Background: an optimization exercise with open tools, aiming at small area. Do not read the settings as production practice.
Function was checked by simulation only, so behaviour that the tests miss may differ from the original.
No activity file was given, so power comes from the tool's default toggle rates.

==> inputs of trial 93 <==
==> flow/design.v <==
module tick_clock(
  input        step200,
  input  [4:0] w,
  output       move_en
);
assign move_en = step200 & (w == 5'd19);
endmodule
module vga_time_generator(
  input             clk,
  input             rst,
  output reg [10:0] q,
  output reg [9:0]  y,
  output reg [4:0]  w,
  output            step200,
  output            vga_clk,
  output            vga_hs,
  output            vga_vs,
  output            vga_blank,
  output            border
);
function ge11(input [10:0] v, input [10:0] c);
  integer i; reg t;
  begin t = 1'b1; for (i = 0; i < 11; i = i + 1) t = c[i] ? (v[i] & t) : (v[i] | t); ge11 = t; end
endfunction
function ge10(input [9:0] v, input [9:0] c);
  integer i; reg t;
  begin t = 1'b1; for (i = 0; i < 10; i = i + 1) t = c[i] ? (v[i] & t) : (v[i] | t); ge10 = t; end
endfunction
reg fresh;    
reg line;
wire q_jump = q[10] & ~q[9] & (&q[7:1]) & ~q[0];    
wire [7:0] qh = q[10:3];
assign step200 = (q[2:0] == 3'd2) &
  (qh == 8'd22 | qh == 8'd47 | qh == 8'd72 | qh == 8'd97 | qh == 8'd122 | qh == 8'd147 | qh == 8'd228 | qh == 8'd253);
wire y_jump = ~y[9] & y[8] & y[7] & y[6] & (&y[4:0]);  
reg [10:0] q_inc; reg [9:0] y_inc; reg [4:0] w_inc; reg w_cy;
integer i; reg c;
always @(*) begin
  c = 1'b1;
  for (i = 0; i < 11; i = i + 1) begin q_inc[i] = q[i] ^ c; c = c & q[i]; end
  line = c;    
  for (i = 0; i < 10; i = i + 1) begin y_inc[i] = y[i] ^ c; c = c & y[i]; end
  c = step200;
  for (i = 0; i < 5; i = i + 1) begin w_inc[i] = w[i] ^ c; c = c & w[i]; end
  w_cy = c;
end
always @(posedge clk) begin
  fresh <= rst;
  q <= (rst | q_jump) ? 11'd1727 : q_inc;
  y <= (rst | (line & y_jump)) ? 10'd979 : y_inc;
  w <= (rst | w_cy) ? 5'd7 : w_inc;
end
assign vga_clk   = ~q[0];
assign vga_hs    = ~fresh & (~ge11(q, 11'd1760) | ge11(q, 11'd1952));
assign vga_vs    = ~fresh & ~(ge11(q, 11'd1952) ? (y == 10'd988 || y == 10'd989) : (y == 10'd989 || y == 10'd990));
assign vga_blank = ~(q[10] & q[9] & (q[8] | q[6])) & ~y[9];
assign border    = ~ge11(q, 11'd43) | ge11(q, 11'd1241) | ~ge10(y, 10'd21) | ge10(y, 10'd460);
endmodule
module direction(
  input      CLOCK_50,
  input      rst,
  input      reset,
  input [3:0] KEY,
  output reg mv,
  output reg ax,
  output reg sg
);
wire any = ~&KEY;
always @(posedge CLOCK_50) begin
  if (rst | reset) mv <= 1'b0;
  else if (any) mv <= 1'b1;
  if (any) begin
    ax <= KEY[0] & KEY[1];
    sg <= KEY[0] & (~KEY[1] | KEY[2]);
  end
end
endmodule
module snakebody(
  input        CLOCK_50,
  input        rst,
  input        move_en,
  input [10:0] q,
  input [9:0]  y,
  input        start,
  input        reset,
  input [3:0]  KEY,
  output reg   head
);
wire mv, ax, sg;
reg [11:0] headX, headY;
direction dir(.CLOCK_50(CLOCK_50), .rst(rst), .reset(reset), .KEY(KEY), .mv(mv), .ax(ax), .sg(sg));
function [11:0] step5(input [11:0] v, input en, input sg);
  integer i; reg cu, cd;
  begin
    step5[0] = v[0] ^ en;
    cu = en & ~sg & v[0];  cd = en & sg & ~v[0];
    step5[1] = v[1] ^ (cu | cd);
    cu = cu & v[1];        cd = cd & ~v[1];
    step5[2] = v[2] ^ en ^ (cu | cd);
    cu = en & ~sg & (v[2] | cu); cd = en & sg & (~v[2] | cd);
    for (i = 3; i < 12; i = i + 1) begin
      step5[i] = v[i] ^ (cu | cd);
      cu = cu & v[i]; cd = cd & ~v[i];
    end
  end
endfunction
function win(input [9:0] v, input [11:0] h);
  integer i; reg ok; reg c2;
  begin
    c2 = (v[1] & ~h[1]) | ((v[1] | ~h[1]) & v[0] & ~h[0]);
    ok = ~h[11] & ~h[10] & (v[9] | ~h[9]) & (c2 == ~(v[2] ^ h[2]));
    for (i = 2; i < 9; i = i + 1) ok = ok & (~(v[i+1] ^ h[i+1]) == (v[i] | ~h[i]));
    win = ok;
  end
endfunction
wire ld = rst | (move_en & ~(start & ~reset));
wire go = move_en & mv;
always @(posedge CLOCK_50) begin
  headX <= ld ? 12'd320 : step5(headX, go & ~ax, sg);
  headY <= ld ? 12'd240 : step5(headY, go & ax, sg);
end
always @(posedge CLOCK_50)
  head <= ~(q[10] & q[9]) & win(q[10:1], headX) & win(y, headY);
endmodule
module ESLab_VGA(CLOCK_50,RESET,VGA_R,VGA_G,VGA_B,VGA_BLANK_N,VGA_CLK,VGA_HS,VGA_SYNC_N,VGA_VS,
                 KEY,SW,LEDR,LEDG);
input         CLOCK_50;
input         RESET;
output [7:0]  VGA_B;
output        VGA_BLANK_N;
output        VGA_CLK;
output [7:0]  VGA_G;
output        VGA_HS;
output [7:0]  VGA_R;
output        VGA_SYNC_N;
output        VGA_VS;
input  [3:0]  KEY;
input  [1:0]  SW;
output [1:0]  LEDR;
output [3:0]  LEDG;
wire [10:0] q;
wire [9:0]  y;
wire [4:0]  w;
wire        step200;
wire        move_en, border, head;
assign LEDR = SW;
assign LEDG = KEY;
assign VGA_SYNC_N = 1'b1;
assign VGA_B = 8'h00;
vga_time_generator vga0(.clk(CLOCK_50), .rst(RESET), .q(q), .y(y), .w(w), .step200(step200), .vga_clk(VGA_CLK),
                        .vga_hs(VGA_HS), .vga_vs(VGA_VS), .vga_blank(VGA_BLANK_N), .border(border));
tick_clock tick(.step200(step200), .w(w), .move_en(move_en));
snakebody snake(.CLOCK_50(CLOCK_50), .rst(RESET), .move_en(move_en), .q(q), .y(y),
                .start(SW[1]), .reset(SW[0]), .KEY(KEY), .head(head));
assign VGA_R = (VGA_BLANK_N & border) ? 8'hFF : 8'h10;
assign VGA_G = (VGA_BLANK_N & head)   ? 8'hFF : 8'h10;
endmodule
==> flow/flow/run.sh <==
#!/bin/bash
set -uo pipefail
W=$(pwd)
F=$W/flow
R=$W/orfs/results/$FLOW_PLATFORM/ESLab_VGA/base
YOSYS=$FLOW_HOME/../tools/install/yosys/bin/yosys
export LIB=$FLOW_HOME/platforms/sky130hd/lib/sky130_fd_sc_hd__tt_025C_1v80.lib
export TOP=$FLOW_TOP

bash standard.sh synth > std_synth.log 2>&1 || exit 1
cp $R/1_2_yosys.v std.v

export DU="$(grep -oE 'cell \("sky130_fd_sc_hd__(lpflow|probe)[a-z0-9_]*' $LIB | sed 's/cell ("/-dont_use /' | tr '\n' ' ')"
$YOSYS -q -p "read_liberty -ignore_miss_func $LIB; write_verilog -noattr models_raw.v" > models.log 2>&1
python3 $F/models.py models_raw.v models.v >> models.log 2>&1
export MODELS=$W/models.v

# candidate NAME: make cand_NAME.v, then check it
reopt() {  # name script
  MODELS=$W/models.v IN_V=$W/std.v OUT_V=$W/cand_$1.v ABC_SCRIPT=$F/$2 $YOSYS -c $F/reopt.tcl > cand_$1.log 2>&1
}
own() {    # name script
  DESIGN_V=$W/design.v OUT_V=$W/own_$1.v ABC_SCRIPT=$F/$2 $YOSYS -c $F/own.tcl > cand_$1.log 2>&1 &&
  python3 $F/rename.py std.v own_$1.v cand_$1.v >> cand_$1.log 2>&1
}
reopt A abc.script &
reopt C abc_deep.script &
own D abc_deep.script &
own E abc_deepmfs.script &
own F abc_deepmfs_s1.script &
reopt G abc_deepmfs_s1.script &
wait

best=std; best_area=1e12
for c in A C D E F G; do
  [[ -f cand_$c.v ]] || continue
  if IN_V=$W/std.v OUT_V=$W/cand_$c.v $YOSYS -c $F/equiv.tcl > equiv_$c.log 2>&1; then
    a=$($YOSYS -q -p "read_liberty -lib $LIB; read_verilog cand_$c.v; hierarchy -top $TOP; tee -o /dev/stdout stat -liberty $LIB" 2>/dev/null | grep "Chip area" | awk '{print $NF}')
    echo "candidate $c: proven equivalent, area $a" >> choice.txt
    if [[ -n "$a" ]] && python3 -c "import sys; sys.exit(0 if float('$a') < float('$best_area') else 1)"; then
      best=$c; best_area=$a
    fi
  else
    echo "candidate $c: not proven equivalent" >> choice.txt
  fi
done
echo "chosen: $best" >> choice.txt
if [[ $best != std ]]; then cp cand_$best.v $R/1_2_yosys.v; fi
touch $R/1_2_yosys.v

export BUFFER_PORTS_ARGS="-buffer_cell sky130_fd_sc_hd__buf_1"
export CTS_ARGS="-sink_clustering_enable -repair_clock_nets -dont_use_dummy_load -buf_list sky130_fd_sc_hd__clkbuf_8"
bash standard.sh finish > std_finish.log 2>&1 || exit 1
test -f out/final.def
==> flow/flow/abc.script <==
strash
dc2
dch -f
amap
topo
==> flow/flow/abc_deep.script <==
strash
&get -n
&deepsyn -T 120
&put
dch -f
amap
topo
==> flow/flow/abc_deepmfs.script <==
strash
&get -n
&deepsyn -T 120
&put
dc2
dch -f
amap
mfs3 -a
topo
==> flow/flow/abc_deepmfs_s1.script <==
strash
&get -n
&deepsyn -S 1 -T 120
&put
dc2
dch -f
amap
mfs3 -a
topo
==> flow/flow/equiv.tcl <==
# combinational equivalence of two netlists whose flip-flops have the same instance names
yosys read_liberty -ignore_miss_func $::env(LIB)
yosys read_verilog $::env(IN_V)
yosys rename $::env(TOP) gold
yosys read_verilog $::env(OUT_V)
yosys rename $::env(TOP) gate
yosys hierarchy -check
yosys rename -hide gold/w:_* gold/c:_* gate/w:_* gate/c:_*
yosys flatten gold gate
yosys delete t:\$scopeinfo
yosys opt_clean
yosys equiv_make gold gate equiv
yosys hierarchy -top equiv
yosys equiv_simple
yosys equiv_status -assert
==> flow/flow/models.py <==
# Keep only the combinational cell models of a Yosys dump of the liberty file.
import re, sys
s = open(sys.argv[1]).read()
keep = []
for body, name in re.findall(r'(module (\S+)\(.*?endmodule)', s, re.S):
    kind = name.split('__')[1]
    if re.match(r'(df|edf|sdf|sedf|dl|sdl|conb|lpflow|probe|fill|tap|decap|diode|ebuf|einv|macro)', kind):
        continue
    if 'always' in body or 'reg ' in body:
        continue
    keep.append(body)
open(sys.argv[2], 'w').write("\n".join(keep) + "\n")
==> flow/flow/own.tcl <==
# own synthesis of the design from RTL (no fsm/share passes, flattened), mapped for area
yosys read_verilog -sv $::env(DESIGN_V)
yosys hierarchy -check -top $::env(TOP)
yosys synth -nofsm -noshare -flatten -top $::env(TOP)
yosys opt -purge
yosys dfflibmap -liberty $::env(LIB) {*}$::env(DU)
yosys opt_clean
yosys abc -liberty $::env(LIB) {*}$::env(DU) -script $::env(ABC_SCRIPT)
yosys opt_clean
yosys hilomap -singleton -hicell sky130_fd_sc_hd__conb_1 HI -locell sky130_fd_sc_hd__conb_1 LO
yosys splitnets
yosys insbuf -buf sky130_fd_sc_hd__buf_4 A X
yosys opt_clean
yosys write_verilog -noattr -noexpr -nohex -nodec $::env(OUT_V)
yosys tee -o $::env(OUT_V).stat stat -liberty $::env(LIB)
==> flow/flow/rename.py <==
# Give the own netlist's flip-flops the standard netlist's instance names, pairing them by the
# net on Q; fail unless every flip-flop pairs, one to one, with the same cell type.
import re, sys
FF = r'sky130_fd_sc_hd__(?:dfxtp|edfxtp|dfxbp|edfxbp|sdfxtp|dfrtp|dfstp|dfbbp|dfrbp|dfsbp|sdfrtp|sedfxtp|dlxtp)_\d+'
def ffs(text):
    out = {}
    for m in re.finditer(r'^\s*(' + FF + r')\s+(\S+)\s*\((.*?)\);', text, re.S | re.M):
        typ, name, body = m.group(1), m.group(2), m.group(3)
        q = re.search(r'\.Q\(\s*(.*?)\s*\)\s*(,|$)', body, re.S)
        if not q: sys.exit("no Q on " + name)
        out[q.group(1).strip()] = (typ, name, m.start(2), m.end(2))
    return out
std = ffs(open(sys.argv[1]).read())
own_text = open(sys.argv[2]).read()
own = ffs(own_text)
if set(std) != set(own) or len(std) != len(own):
    sys.exit("flip-flop Q nets differ: %s" % sorted(set(std) ^ set(own))[:10])
edits = []
for qn, (typ, name, s, e) in own.items():
    styp, sname = std[qn][0], std[qn][1]
    if re.sub(r'_\d+$', '', typ) != re.sub(r'_\d+$', '', styp):
        sys.exit("cell type differs for %s: %s vs %s" % (qn, typ, styp))
    edits.append((s, e, sname, styp, typ))
for s, e, sname, styp, typ in sorted(edits, reverse=True):
    own_text = own_text[:s] + sname + own_text[e:]
open(sys.argv[3], 'w').write(own_text)
print("renamed %d flip-flops" % len(edits))
==> flow/flow/reopt.tcl <==
# re-map the combinational logic of the standard netlist; flip-flops and their names stay
yosys read_liberty -lib $::env(LIB)
yosys read_verilog $::env(IN_V)
yosys hierarchy -top $::env(TOP)
yosys techmap -map $::env(MODELS)
yosys techmap
yosys rename -hide w:_*_.*
yosys opt -fast
yosys opt_clean
yosys abc -liberty $::env(LIB) {*}$::env(DU) -script $::env(ABC_SCRIPT)
yosys opt_clean
yosys hilomap -singleton -hicell sky130_fd_sc_hd__conb_1 HI -locell sky130_fd_sc_hd__conb_1 LO
yosys splitnets
yosys insbuf -buf sky130_fd_sc_hd__buf_4 A X
yosys opt_clean
yosys write_verilog -noattr -noexpr -nohex -nodec $::env(OUT_V)
yosys tee -o $::env(OUT_V).stat stat -liberty $::env(LIB)
==> flow/standard.sh <==
#!/bin/bash
# synth_recipe.tcl (not shown) runs the flow's synth.tcl, then flattens the netlist and writes it again
# the make line also repeats each setting of config.mk as NAME=value (left out here)
make -C /OpenROAD-flow-scripts/flow DESIGN_CONFIG=/design/flow/config.mk WORK_HOME=/design/flow/orfs CLKGATE_MAP_FILE= SYNTH_SCRIPT=/design/flow/synth_recipe.tcl "${@:-finish}"
==> flow/config.mk <==
export PLATFORM = sky130hd
export DESIGN_NAME = ESLab_VGA
export DESIGN_NICKNAME = ESLab_VGA
export VERILOG_FILES = /design/flow/design.v
export SDC_FILE = /design/flow/constraint.sdc
export NUM_CORES = 4
export LEC_CHECK = 0
export ABC_AREA = 1
export CAP_MARGIN = 20
export CORE_MARGIN = 2
export CORE_UTILIZATION = 40
export SLEW_MARGIN = 20
==> flow/constraint.sdc <==
create_clock -name core_clock -period 20.0 [get_ports {CLOCK_50}]
set_input_delay 4.0000 -clock core_clock [delete_from_list [all_inputs] [get_ports {CLOCK_50}]]
set_output_delay 4.0000 -clock core_clock [all_outputs]
set_load 0.01 [all_outputs]
==> build 97: changes against trial 93 <==
--- a/flow/design.v
+++ b/flow/design.v
@@ -29,4 +29,4 @@
 reg fresh;    
-reg line;
 wire q_jump = q[10] & ~q[9] & (&q[7:1]) & ~q[0];    
+wire line   = (q == 11'd1951);                        
 wire [7:0] qh = q[10:3];
@@ -40,3 +40,3 @@
   for (i = 0; i < 11; i = i + 1) begin q_inc[i] = q[i] ^ c; c = c & q[i]; end
-  line = c;    
+  c = line;
   for (i = 0; i < 10; i = i + 1) begin y_inc[i] = y[i] ^ c; c = c & y[i]; end
@@ -54,3 +54,3 @@
 assign vga_hs    = ~fresh & (~ge11(q, 11'd1760) | ge11(q, 11'd1952));
-assign vga_vs    = ~fresh & ~(ge11(q, 11'd1952) ? (y == 10'd988 || y == 10'd989) : (y == 10'd989 || y == 10'd990));
+assign vga_vs    = ~fresh & ~(y == 10'd989 || y == 10'd990);
 assign vga_blank = ~(q[10] & q[9] & (q[8] | q[6])) & ~y[9];
--- a/flow/flow/run.sh
+++ b/flow/flow/run.sh
@@ -26,2 +26,3 @@
 reopt A abc.script &
+own B abc.script &
 reopt C abc_deep.script &
@@ -29,4 +30,2 @@
 own E abc_deepmfs.script &
-own F abc_deepmfs_s1.script &
-reopt G abc_deepmfs_s1.script &
 wait
@@ -34,3 +33,3 @@
 best=std; best_area=1e12
-for c in A C D E F G; do
+for c in A B C D E; do
   [[ -f cand_$c.v ]] || continue
@@ -51,3 +50,3 @@
 export BUFFER_PORTS_ARGS="-buffer_cell sky130_fd_sc_hd__buf_1"
-export CTS_ARGS="-sink_clustering_enable -repair_clock_nets -dont_use_dummy_load -buf_list sky130_fd_sc_hd__clkbuf_8"
+export CTS_ARGS="-sink_clustering_enable -repair_clock_nets -dont_use_dummy_load -buf_list sky130_fd_sc_hd__clkbuf_8 -sink_clustering_size 30 -sink_clustering_max_diameter 200"
 bash standard.sh finish > std_finish.log 2>&1 || exit 1
removed: flow/flow/abc_deepmfs_s1.script
==> notes.md <==
status=no timing/DRC/antenna violations; DR vias=between 2000 and 3000; GR Layer Usage met2=roughly 28%; inverters=61; initial cell density of the core=about two fifths; post-synth design cell area=between 3000 and 4000 sq um; fin area=about 3200 sq um; Flop pwr share=approximately three fifths; Cells after Synth=440; fill count=around 850; Power Dens Cells=about 60 nW/um^2; dpl hpwl=about 5300 um; non-clk buf share=around 3.8%; comb_multi_in=304; Finished Layout Cells=around 560; GP Congestion=between 0.8 and 0.9
# the run above: trial 93

==> notes.md <==
status=no timing/DRC/antenna violations; Power Dens Cells=59.4 nW/um^2; initial cell density of the core=roughly two fifths; post-synth design cell area=3120 sq um; inverters=between 60 and 70; dpl hpwl=~5300 um; GP Congestion=about 0.9; Cells after Synth=between 400 and 500; non-clk buf share=under 10%; fin area=3260 sq um; DR vias=2896; GR Layer Usage met2=approximately 28%; fill count=794; Finished Layout Cells=roughly 570
# the run above: build 97

[separate check: timing with driven ports]
No port has a modelled driver above. Below, the same layouts with a new extraction and two added sets of constraints. Step 1 sets driving cells, clkbuf_16 on the clock port and buf_2 on the other inputs (assumed; they add their load-dependent delay and slew). Step 2 also shifts input and output timing later by t, the mid clock arrival at the registers, as if the neighbouring blocks saw the same clock. a / b / c = no drivers / after step 1 / after step 2; a / b = the first two.
| run | t (ns) | setup slack, ns | latest minus earliest clock arrival (ns) | worst register clock-pin slew, ns |
|---|---|---|---|---|
| trial 93 | 0.335 | 11.730 / 11.709 / 11.709 | 0.022 / 0.022 | 0.11 / 0.11 |
| build 97 | 0.324 | 11.718 / 11.696 / 11.696 | 0.019 / 0.019 | 0.10 / 0.10 |
After both steps setup and hold are still met in every run listed. The setup slack of build 97, which loses most, moves by -0.022 ns with the drivers and by -0.022 ns with both steps.
